This design comes from an exercise in tuning for small area and a short achievable clock period on the open sky130 flow, not from production work.
Only simulation tests tie the RTL to the original design; equivalence was not proved.
No activity file was given, so power comes from the tool's default toggle rates.

north:
// configurable_cache
module configurable_cache #(
    parameter CACHE_SIZE = 8192,     
    parameter LINE_SIZE = 32,        
    parameter ASSOCIATIVITY = 4,     
    parameter NUM_LINES = CACHE_SIZE/LINE_SIZE,
    parameter NUM_SETS = NUM_LINES/ASSOCIATIVITY,
    parameter OFFSET_BITS = $clog2(LINE_SIZE),
    parameter SET_BITS = $clog2(NUM_SETS),
    parameter TAG_BITS = 32 - SET_BITS - OFFSET_BITS
)(
    input wire clk,
    input wire rst,
    input wire [31:0] addr,
    output reg hit,
    output reg miss,
    output reg [31:0] total_hits,
    output reg [31:0] total_misses,
    output wire [31:0] num_sets,
    output wire [31:0] tag_bits
);
Size: ~15000 cells after synthesis, about 0.24 mm² of cells after synthesis.
clock: 12.0 ns
lec_check: 0
cap_margin: 20
core_margin: 2
core_utilization: 65
cts_cluster_diameter: 60
cts_cluster_size: 25
place_density: 0.75
setup_slack_margin: 5
slew_margin: 20
standard.sh (not shown) runs the stock make flow with config.mk's settings and CLKGATE_MAP_FILE= SYNTH_SCRIPT=/design/flow/synth_recipe.tcl, a recipe that flattens the netlist after the stock synthesis.
==> flow/flow/run.sh <==
#!/bin/bash
# Layout flow: the standard ORFS flow (standard.sh, with config.mk's settings), except
# that repair_timing aims for 9 ns of setup slack rather than config.mk's 5 ns, repairs only
# the worst path each time and may resize across cell footprints, so that the clock period
# the layout achieves keeps shrinking past the 7 ns point; and antennas left after detailed
# routing get up to 20 rounds of repair instead of 5. The constraints
# (constraint.sdc) are the standard flow's, unchanged. Each ORFS step writes its full log under
# orfs/logs/; make's own output goes to standard_flow.log here.
set -euo pipefail
cd "$(dirname "$0")/.."
bash standard.sh SETUP_SLACK_MARGIN=9 TNS_END_PERCENT=0 MATCH_CELL_FOOTPRINT=0 MAX_REPAIR_ANTENNAS_ITER_DRT=20 finish > standard_flow.log 2>&1
Having completed the whole flow, north delivered a layout that passed the timing, DRC and antenna checks.
Edits applied to the flow inputs when going from north to south:
--- a/flow/config.mk
+++ b/flow/config.mk
@@ -8,8 +8,8 @@
 export CAP_MARGIN = 20
 export CORE_MARGIN = 2
-export CORE_UTILIZATION = 65
+export CORE_UTILIZATION = 70
 export CTS_CLUSTER_DIAMETER = 60
 export CTS_CLUSTER_SIZE = 25
-export PLACE_DENSITY = 0.75
+export PLACE_DENSITY = 0.8
 export SETUP_SLACK_MARGIN = 5
 export SLEW_MARGIN = 20
- south and north all finish clean.
- south vs north: effective utilization at floorplan up in south
- north → south: buffer count from post-CTS setup fixing climbed about 330%, register-to-register slack rose 0.09 ns.
Changes in east relative to south:
--- a/flow/config.mk
+++ b/flow/config.mk
@@ -6,10 +6,11 @@
 export NUM_CORES = 8
 export LEC_CHECK = 0
+export ABC_AREA = 1
 export CAP_MARGIN = 20
 export CORE_MARGIN = 2
-export CORE_UTILIZATION = 70
+export CORE_UTILIZATION = 55
 export CTS_CLUSTER_DIAMETER = 60
 export CTS_CLUSTER_SIZE = 25
-export PLACE_DENSITY = 0.8
+export PLACE_DENSITY = 0.7
 export SETUP_SLACK_MARGIN = 5
 export SLEW_MARGIN = 20
## What came out
Total routing resource utilization after global routing: east vs south down 7.1 points. Layout overhead on the synthesized area delta for east relative to south: 3.2 points higher. Changes observed in east relative to south: maximum achievable frequency now sits higher, synthesized area now sits higher. Pin count of the biggest net entering global routing for east: about 4% up relative to south. Across both runs, total power was higher for east than for south.
[inputs] west vs east
--- a/flow/config.mk
+++ b/flow/config.mk
@@ -9,8 +9,8 @@
 export CAP_MARGIN = 20
 export CORE_MARGIN = 2
-export CORE_UTILIZATION = 55
+export CORE_UTILIZATION = 70
 export CTS_CLUSTER_DIAMETER = 60
 export CTS_CLUSTER_SIZE = 25
-export PLACE_DENSITY = 0.7
+export PLACE_DENSITY = 0.8
 export SETUP_SLACK_MARGIN = 5
 export SLEW_MARGIN = 20
Results
east did not stop at any stage, and its layout met the timing, DRC and antenna checks.
west reached the final stage; the timing, DRC and antenna checks on its layout passed.
Logic gate share of total power on west is down relative to east.
Diff east -> west: utilization now sits higher, post-layout worst setup margin has decreased.
Re sequential share of power: west is 1.1 points up on east.
Re sequential share of layout area: east was lower than west.
From east to west the numbers moved as follows: wire length of the first global-routing pass went up by 11%; inverter count of the layout excluding clock inverters about even.
Number of clock-tree buffers in the layout, west vs east: down slightly
Comparing west with east, the multi-input combinational cell count came out essentially unchanged.
What middle does differently from west at the input level:
==> flow/flow/run.sh <==
#!/bin/bash
# Layout flow: the standard ORFS flow (standard.sh, with config.mk's settings), except
# that repair_timing aims for 7.6 ns of setup slack rather than config.mk's 5 ns on every path below it,
# and may resize across cell footprints, so that the clock period
# the layout achieves keeps shrinking past the 7 ns point; and antennas left after detailed
# routing get up to 20 rounds of repair instead of 5. The constraints
# (constraint.sdc) are the standard flow's, unchanged. Each ORFS step writes its full log under
# orfs/logs/; make's own output goes to standard_flow.log here.
set -euo pipefail
cd "$(dirname "$0")/.."
bash standard.sh SETUP_SLACK_MARGIN=7.6 TNS_END_PERCENT=100 MATCH_CELL_FOOTPRINT=0 MAX_REPAIR_ANTENNAS_ITER_DRT=20 finish > standard_flow.log 2>&1
--- a/flow/config.mk
+++ b/flow/config.mk
@@ -6,5 +6,4 @@
 export NUM_CORES = 8
 export LEC_CHECK = 0
-export ABC_AREA = 1
 export CAP_MARGIN = 20
 export CORE_MARGIN = 2
--- outcome ---
- Summary — wire length, middle relative to west: lower, by about 26%.
- Share of layout cells above drive strength 1 for middle: 5.2 points up relative to west
- Cell area for middle: 6.4% down relative to west
- Changes observed in middle relative to west: total of clock buffers placed in the layout -24; number of buffer and inverter instances along the worst setup path +2; total power -5.6%.
- Complete run, failing final checks: middle, reason slew limit.

==> re-timing with driven ports <==
Ports are ideal in the flow. The routed layouts listed here were re-timed in OpenROAD.
Step 1 sets driving cells, clkbuf_16 on the clock port and buf_2 on the other inputs (assumed; they add their load-dependent delay and slew).
Step 2 adds t to the input delays and takes it off the output delays; t is the mean of the earliest and latest rising clock arrival at the registers after step 1. Input paths then give back, and output paths get back, about the clock's delay inside the block.
a / b / c = ideal ports / drivers / drivers and shift; a / b = the first two.
run	t (ns)	setup slack, ns	latest minus earliest clock arrival (ns)
north	1.119	6.360 / 6.021 / 4.902	0.074 / 0.074
south	1.137	6.441 / 6.049 / 4.912	0.104 / 0.104
east	1.219	7.027 / 6.780 / 5.562	0.074 / 0.074
west	1.163	6.869 / 6.468 / 5.304	0.109 / 0.109
middle	1.136	6.375 / 5.976 / 4.840	0.082 / 0.082
The setup slack of west, which loses most, moves by -0.401 ns with the drivers and by -1.565 ns with both steps.
